This is an optimization exercise on Yosys and OpenROAD, whose aim is small area, not a production implementation.
In this exercise RTL edits were held to simulation tests only and were not proved equivalent to the original.

<file path="design.v">
`timescale 1ns / 1ps
module Posit_mult_N32_ES6_PIPE6(clk, in1, in2, start, out, inf, zero, done);
function [31:0] log2;
input reg [31:0] value;
	begin
	value = value-1;
	for (log2=0; value>0; log2=log2+1)
        	value = value>>1;
      	end
endfunction
parameter N = 32;
parameter Bs = log2(N); 
parameter es = 6;
input clk;
input [N-1:0] in1, in2;
input start; 
output reg [N-1:0] out;
output reg inf, zero;
output reg done;
wire start0= start;
wire s1 = in1[N-1];
wire s2 = in2[N-1];
wire zero_tmp1 = |in1[N-2:0];
wire zero_tmp2 = |in2[N-2:0];
wire inf1 = in1[N-1] & (~zero_tmp1),
	inf2 = in2[N-1] & (~zero_tmp2);
wire zero1 = ~(in1[N-1] | zero_tmp1),
	zero2 = ~(in2[N-1] | zero_tmp2);
wire inf_t = inf1 | inf2,
	zero_t = zero1 & zero2;
wire rc1, rc2;
wire [Bs-1:0] regime1, regime2;
wire [es-1:0] e1, e2;
wire [N-es-1:0] mant1, mant2;
wire [N-1:0] xin1 = s1 ? -in1 : in1;
wire [N-1:0] xin2 = s2 ? -in2 : in2;
data_extract_N32_ES6 #(.N(N),.es(es)) uut_de1(.in(xin1), .rc(rc1), .regime(regime1), .exp(e1), .mant(mant1));
data_extract_N32_ES6 #(.N(N),.es(es)) uut_de2(.in(xin2), .rc(rc2), .regime(regime2), .exp(e2), .mant(mant2));
wire [N-es:0] m1 = {zero_tmp1,mant1}, 
	m2 = {zero_tmp2,mant2};
reg start_r00; 
reg s1_r00, s2_r00, inf_r00, zero_r00, rc1_r00, rc2_r00;
reg [Bs-1:0] regime1_r00, regime2_r00;
reg [es-1:0] e1_r00, e2_r00;
reg [N-es:0] m1_r00, m2_r00;
reg start_r0; 
reg s1_r0, s2_r0, inf_r0, zero_r0, rc1_r0, rc2_r0;
reg [Bs-1:0] regime1_r0, regime2_r0;
reg [es-1:0] e1_r0, e2_r0;
reg [N-es:0] m1_r0, m2_r0;
always @(posedge clk) begin
start_r0 <= start0; 
s1_r0 <= s1; 
s2_r0 <= s2; 
inf_r0 <= inf_t; 
zero_r0 <= zero_t; 
rc1_r0 <= rc1; 
rc2_r0 <= rc2;
regime1_r0 <= regime1; 
regime2_r0 <= regime2; 
e1_r0 <= e1; 
e2_r0 <= e2;
m1_r0 <= m1; 
m2_r0 <= m2;
end
wire [53:0] mult_m_r2;
wire [47:0] mult_P;
Mantissa_Multiplier_24x24 m24 (.clk(clk), .a(m1_r0[N-es:3]), .b(m2_r0[N-es:3]), .product(mult_P));
assign mult_m_r2 = {mult_P,6'b0};
reg start_r1; 
reg s1_r1, s2_r1, inf_r1, zero_r1, rc1_r1, rc2_r1;
reg [Bs-1:0] regime1_r1, regime2_r1;
reg [es-1:0] e1_r1, e2_r1;
reg [N-es:0] m1_r1, m2_r1;
reg start_r2; 
reg s1_r2, s2_r2, inf_r2, zero_r2, rc1_r2, rc2_r2;
reg [Bs-1:0] regime1_r2, regime2_r2;
reg [es-1:0] e1_r2, e2_r2;
reg [N-es:0] m1_r2, m2_r2;
always @(posedge clk) begin
start_r1 <= start_r0; 
s1_r1 <= s1_r0; 
s2_r1 <= s2_r0; 
inf_r1 <= inf_r0; 
zero_r1 <= zero_r0; 
rc1_r1 <= rc1_r0; 
rc2_r1 <= rc2_r0;
regime1_r1 <= regime1_r0; 
regime2_r1 <= regime2_r0; 
e1_r1 <= e1_r0; 
e2_r1 <= e2_r0;
m1_r1 <= m1_r0; 
m2_r1 <= m2_r0;
start_r2 <= start_r1; 
s1_r2 <= s1_r1; 
s2_r2 <= s2_r1; 
inf_r2 <= inf_r1; 
zero_r2 <= zero_r1; 
rc1_r2 <= rc1_r1; 
rc2_r2 <= rc2_r1;
regime1_r2 <= regime1_r1; 
regime2_r2 <= regime2_r1; 
e1_r2 <= e1_r1; 
e2_r2 <= e2_r1;
m1_r2 <= m1_r1; 
m2_r2 <= m2_r1;
end
wire mult_s = s1_r2 ^ s2_r2;
wire mult_m_ovf = mult_m_r2[2*(N-es)+1];
wire [2*(N-es)+1:0] mult_mN = ~mult_m_ovf ? mult_m_r2 << 1'b1 : mult_m_r2;
wire [Bs+1:0] r1 = rc1_r2 ? {2'b0,regime1_r2} : -regime1_r2;
wire [Bs+1:0] r2 = rc2_r2 ? {2'b0,regime2_r2} : -regime2_r2;
wire [Bs+es+1:0] mult_e  =  {r1, e1_r2} + {r2, e2_r2} + mult_m_ovf;
wire [es+Bs:0] mult_eN = mult_e[es+Bs+1] ? -mult_e : mult_e;
wire [es-1:0] e_o = mult_e[es-1:0];
wire [Bs:0] r_o = (~mult_e[es+Bs+1] || (|mult_e[es-1:0])) + mult_eN[es+Bs:es];
wire [2*N-1+3:0]tmp_o = {{N{~mult_e[es+Bs+1]}},mult_e[es+Bs+1],e_o,mult_mN[2*(N-es):2*(N-es)-(N-es-1)+1], mult_mN[2*(N-es)-(N-es-1):2*(N-es)-(N-es-1)-1], |mult_mN[2*(N-es)-(N-es-1)-2:0] }; 
reg start_r3, mult_s_r3, inf_r3, zero_r3;
reg [2*N-1+3:0] tmp_o_r3;
reg [Bs:0] r_o_r3;
reg [2*(N-es)+1:0] mult_mN_r3;
always @(posedge clk) begin
start_r3 <= start_r2; mult_s_r3 <= mult_s; inf_r3 <= inf_r2; zero_r3 <= zero_r2;
r_o_r3 <= r_o;
tmp_o_r3 <= tmp_o;
mult_mN_r3 <= mult_mN;
end
wire [3*N-1+3:0] tmp1_o;
DSR_right_N_S #(.N(3*N+3), .S(Bs+1)) dsr2 (.a({tmp_o_r3,{N{1'b0}}}), .b(r_o_r3[Bs] ? {Bs{1'b1}} : r_o_r3), .c(tmp1_o));
wire L = tmp1_o[N+4], G = tmp1_o[N+3], R = tmp1_o[N+2], St = |tmp1_o[N+1:0],
     ulp = ((G & (R | St)) | (L & G & ~(R | St)));
wire [N-1:0] rnd_ulp = {{N-1{1'b0}},ulp};
wire [N-1:0] tmp1_o_rnd = (r_o_r3 < N-es-2) ? tmp1_o[2*N-1+3:N+3] + rnd_ulp : tmp1_o[2*N-1+3:N+3];
wire [N-1:0] tmp1_oN = mult_s_r3 ? -tmp1_o_rnd : tmp1_o_rnd;
wire [N-1:0] out_tmp = inf_r3|zero_r3|(~mult_mN_r3[2*(N-es)+1]) ? {inf_r3,{N-1{1'b0}}} : {mult_s_r3, tmp1_oN[N-1:1]};
always @(posedge clk) begin
out <= out_tmp;
done <= start_r3;
inf <= inf_r3;
zero <= zero_r3;
end
endmodule
module data_extract_N32_ES6(in, rc, regime, exp, mant);
function [31:0] log2;
input reg [31:0] value;
	begin
	value = value-1;
	for (log2=0; value>0; log2=log2+1)
        value = value>>1;
    end
endfunction
parameter N=32;
parameter Bs=log2(N);
parameter es = 5;
input [N-1:0] in;
output rc;
output [Bs-1:0] regime;
output [es-1:0] exp;
output [N-es-1:0] mant;
wire [N-1:0] xin = in;
assign rc = xin[N-2];
wire [N-1:0] xin_r = rc ? ~xin : xin;
wire [Bs-1:0] k;
LOD_32 uut_lod32_5 (.in({xin_r[N-2:0],rc^1'b0}), .out(k));
assign regime = rc ? k-1 : k;
wire [N-1:0] xin_tmp;
DSR_left_N_S #(.N(N), .S(Bs)) ls (.a({xin[N-3:0],2'b0}),.b(k),.c(xin_tmp));
assign exp= xin_tmp[N-1:N-es];
assign mant= xin_tmp[N-es-1:0];
endmodule
module DSR_left_N_S(a,b,c);
        parameter N=16;
        parameter S=4;
        input [N-1:0] a;
        input [S-1:0] b;
        output [N-1:0] c;
wire [N-1:0] tmp [S-1:0];
assign tmp[0]  = b[0] ? a << 7'd1  : a; 
genvar i;
generate
	for (i=1; i<S; i=i+1)begin:loop_blk
		assign tmp[i] = b[i] ? tmp[i-1] << 2**i : tmp[i-1];
	end
endgenerate
assign c = tmp[S-1];
endmodule
module DSR_right_N_S(a,b,c);
        parameter N=16;
        parameter S=4;
        input [N-1:0] a;
        input [S-1:0] b;
        output [N-1:0] c;
wire [N-1:0] tmp [S-1:0];
assign tmp[0]  = b[0] ? a >> 7'd1  : a; 
genvar i;
generate
	for (i=1; i<S; i=i+1)begin:loop_blk
		assign tmp[i] = b[i] ? tmp[i-1] >> 2**i : tmp[i-1];
	end
endgenerate
assign c = tmp[S-1];
endmodule
module Mantissa_Multiplier_24x24
(
input clk,
input[ 24 - 1 : 0 ] a,
input[ 24 - 1 : 0 ] b,
output[ 48 - 1 : 0 ] product
);
wire [ 24 - 1 : 17 ] a_h = a [ 24 - 1 : 17 ];
wire [ 17 - 1 : 0 ] a_l = a [ 17 - 1 : 0 ];
reg [ 24 + 7 - 1 : 0 ] product_h;
reg [ 24 + 17 - 1 : 0 ] product_l;
always@( posedge clk ) begin
    product_h <= a_h * b;
    product_l <= a_l * b;
end
wire [ 48 - 1 : 0 ]  product_h_complete = { product_h, 17'd0 };
reg[ 48 - 1 : 0 ] product_reg;
always@( posedge clk ) begin
    product_reg <= product_h_complete + product_l;
end
assign product = product_reg;
endmodule
module LOD_32(in, out);
input [31:0] in;
output [4:0] out;
wire [3:0] out_l, out_h;
wire out_vl, out_vh;
LOD16_4 pl(.in(in[15:0]), .out(out_l), .out_v(out_vl));
LOD16_4 ph(.in(in[31:16]), .out(out_h), .out_v(out_vh));
assign out = out_vh ? {1'b0,out_h} : {out_vl,out_l};
endmodule
module LOD16_4(in, out, out_v);
input [15:0] in;
output [3:0] out;
output out_v;
wire [2:0] out_l, out_h;
wire out_vl, out_vh;
LOD8_3 pl(.in(in[7:0]), .out(out_l), .out_v(out_vl));
LOD8_3 ph(.in(in[15:8]), .out(out_h), .out_v(out_vh));
assign out = out_vh ? {1'b0,out_h} : {out_vl,out_l};
assign out_v = out_vl | out_vh;
endmodule
module LOD8_3(in, out, out_v);
input [7:0] in;
output [2:0] out;
output out_v;
wire [1:0] out_l, out_h;
wire out_vl, out_vh;
LOD4_2 pl(.in(in[3:0]), .out(out_l), .out_v(out_vl));
LOD4_2 ph(.in(in[7:4]), .out(out_h), .out_v(out_vh));
assign out = out_vh ? {1'b0,out_h} : {out_vl,out_l};
assign out_v = out_vl | out_vh;
endmodule
module LOD4_2(in, out, out_v);
input [3:0] in;
output [1:0] out;
output out_v;
wire out_l, out_h;
wire out_vl, out_vh;
LOD2_1 pl(.in(in[1:0]), .out(out_l), .out_v(out_vl));
LOD2_1 ph(.in(in[3:2]), .out(out_h), .out_v(out_vh));
assign out = out_vh ? {1'b0,out_h} : {out_vl,out_l};
assign out_v = out_vl | out_vh;
endmodule
module LOD2_1(in, out, out_v);
input [1:0] in;
output out;
output out_v;
assign out = ~in[1] & in[0];
assign out_v = |in;
endmodule
</file>
<file path="run.sh">
#!/bin/bash
# synth_recipe.tcl (not shown) runs the flow's synth.tcl, then flattens the netlist and writes it again
# the make line also repeats each setting of config.mk as NAME=value (left out here)
make -C /OpenROAD-flow-scripts/flow DESIGN_CONFIG=/design/flow/config.mk WORK_HOME=/design/flow/orfs CLKGATE_MAP_FILE= SYNTH_SCRIPT=/design/flow/synth_recipe.tcl finish
</file>
<file path="config.mk">
export PLATFORM = sky130hd
export DESIGN_NAME = Posit_mult_N32_ES6_PIPE6
export DESIGN_NICKNAME = Posit_mult_N32_ES6_PIPE6
export VERILOG_FILES = /design/flow/design.v
export SDC_FILE = /design/flow/constraint.sdc
export NUM_CORES = 4
export LEC_CHECK = 0
export CAP_MARGIN = 20
export CORE_MARGIN = 2
export CORE_UTILIZATION = 40
export SLEW_MARGIN = 20
</file>
<file path="constraint.sdc">
create_clock -name core_clock -period 9.0 [get_ports {clk}]
set_input_delay 1.8000 -clock core_clock [delete_from_list [all_inputs] [get_ports {clk}]]
set_output_delay 1.8000 -clock core_clock [all_outputs]
set_load 0.01 [all_outputs]
</file>
==> results.txt <==
Max Clock Freq=0.1310 GHz; Final #Nets=5159; Die ar.=99290 um2; WP data arrival=8130 ps; Slowest Stage Delay on Critical Path=770 ps; hold path depth=0; max reg flops=48; largest net degree at the start of global routing=38; DRT Pass-1 Iters=5; Avg Inst Size Synth=8.706 um2; clock slew at reported path FFs=70 ps; Final Max Slew Viols=0; gr ovfl total=0; initial antenna violation count=2; Worst Hold Endpoint=m24.product_reg[14]; CTS tree=built; post-synthesis register bit count=337; top cells by count, synth=546 x nand2_1, 534 x inv_1, 441 x fa_1; number of synthesis warnings=4; fillers=9443; worst hold path startpoint=m24.product_l[14]; unrepaired setup endpoints after global routing=false; final hold viol count=0; Slew headroom=0.2546; Reg2Reg Setup Slack=1370 ps; library cells used by synthesis=112; Synth area leaders=fa_1 23%, dfxtp_1 17%, ha_1 6.8%; Worst Tran Pin Value=1117 ps; Worst Hold Slack=317.6 ps; vias in the first global route=32279; worst reg2reg endpoint=m24.product_l[39]; buffer depth of the longest clock path=3; Tmin final=7634 ps; Via density=5.495; top_reg_cell synth=dfxtp_1; Yosys top cell area share=0.2280; CP startpoint kind=flop; pre-CTS WS=1261 ps; Mapped Nets=5163; mapped cell area=38710 um2; GRT Resource Usage Total=0.2180; IO Port Bufs=100; critical path type=reg -> reg; outcome=timing/DRC/antenna clean; Post-Route WL=106900 um; CTS root buf=clkbuf_16; highest net fanout along the worst path=15; reported max-cap violation count=0; Vias=31587; gpl congestion=0.9521; DRC violations left=0; Worst path most repeated cell=fa_1; final period utilization=0.8482; post_cts resized=0; Chip Height=315.1 um; Hold WC Path Type=reg -> reg; IO Pins=101; worst setup margin=1366 ps; setup repair bufs after CTS=0; Post-synth EDFFs=0; worst skew pair latency=590 ps; R2R depth=25; clk sinks=337; Final TNS setup=0 ps; final core utilization=0.4397; first-pass GRT wire length=175800 um; largest area contributor in the netlist=fa_1; asr flop ratio synth=0; Reg-to-Reg Start=m1_r0[5]; Core Area=96280 um2; ANT nets after route=0; register area share after synthesis=0.1743; DRT iter0 DRCs=2147; Worst path slowest cell=dfxtp_1; final setup fails=0; Worst Skew=46.23 ps; CP endpoint kind=flop; Starting Density=0.4021; FP Rows=114; hold_buf cts=0; H-tree levels=2; Die X=315.1 um; drt wl/cell=18.59 um; most common cell in the netlist=nand2_1; Critical Path RT=9500 ps; Mapped Cells=4447; dpl hpwl=85330 um; CTS buffer count=39; share of cells above drive strength 1=0.07581; antenna diode count=0; Area Overhead vs Synth=9.344%
[metal layers]
layer	vias to the layer above	GRT usage	wire length, um
met3	217	0.02480	5929
met4	2	0.06797	3320
met2	993	0.3669	50270
met1	15442	0.2925	47340
li1	14933	-	-
met5	-	0	13
[how the worst max path moves through the flow]
stage | startpoint | cells past startpoint | slack, ps | endpoint
3_3_place_gp | in2[4] | 15 | 1400 | e2_r0[5]
5_1_grt | m1_r0[5] | 25 | 880 | m24.product_l[39]
6_report | m1_r0[5] | 25 | 1370 | m24.product_l[39]
4_1_cts | m1_r0[5] | 25 | 1330 | m24.product_l[39]
3_5_place_dp | in2[4] | 15 | 1260 | e2_r0[5]
2_1_floorplan | m1_r0[5] | 25 | 2240 | m24.product_l[39]
[cell families (layout without fill, tap and decap cells)]
logic type                 Yosys count  after routing  share of synthesized area
AOI/OAI and AO/OA                  753            753                     0.1360
xor gates and xnor gates           246            246                    0.05604
adders and majority gates          651            651                     0.2959
buffers and inverters              766            791                    0.07854
DFF                                337            337                     0.1743
muxes                              232            232                    0.07252
and+or+nand+nor                   1462           1462                     0.1868
[area by class of cell]
type / count / area, um2 / area share
Clock inverter: 20 / 282.8 / 0.006680
Multi-Input combinational cell: 3344 / 28940 / 0.6838
Inverter: 540 / 2041 / 0.04821
Sequential cell: 337 / 6753 / 0.1595
Tap cell: 1276 / 1597 / 0.03772
Timing Repair Buffer: 181 / 1637 / 0.03866
Clock buffer: 50 / 1077 / 0.02545
[stage by stage]
stage / instances / instance area (um2)
finish: 5748 / 42330
detailed placement: 5677 / 40930
global route: 5748 / 42330
floorplan: 4447 / 38710
CTS: 5747 / 42290
global placement: 5677 / 40930
[cells in the final DEF, fill, tap and decap left out, types with 99 or more instances in the layout]
master	netlist	routed
nand2_1	546	546
inv_1	534	534
fa_1	441	441
dfxtp_1	337	332
and2_1	240	240
nor2_1	241	240
ha_1	209	209
o21ai_0	161	161
a21oi_1	158	158
xnor2_1	151	151
mux2i_1	141	141
clkdlybuf4s50_1	0	99
[critical path: cells and delay by family (launching register included)]
kind,cells,cell delay [ps]
and+or+nand+nor,3,500
buffers and inverters,4,460
AOI/OAI and AO/OA,10,2270
xor gates and xnor gates,1,170
adders and majority gates,7,3390
DFF,1,770

-- port drivers added, routing unchanged --
No port has a modelled driver above. Below, the same layout with a new extraction and two added sets of constraints.
Step 1, drivers: a clkbuf_16 drives clk and a buf_2 each remaining input, both assumed.
Step 2 moves the port delays by t, midway between the first and last clock arrival at a register: inputs arrive t later, outputs are due t later. That takes back most of the time a late clock gives input paths.
Slacks: ideal ports / drivers / drivers and shift; pairs: ideal ports / drivers.
t (ns): 0.629
setup slack, ns: 1.366 / 1.366 / 1.061
pins driven straight from the clock port: 1
After both steps setup and hold are still met in this run. For this run, drivers alone change the setup slack by 0.000 ns; drivers and shift together by -0.305 ns.
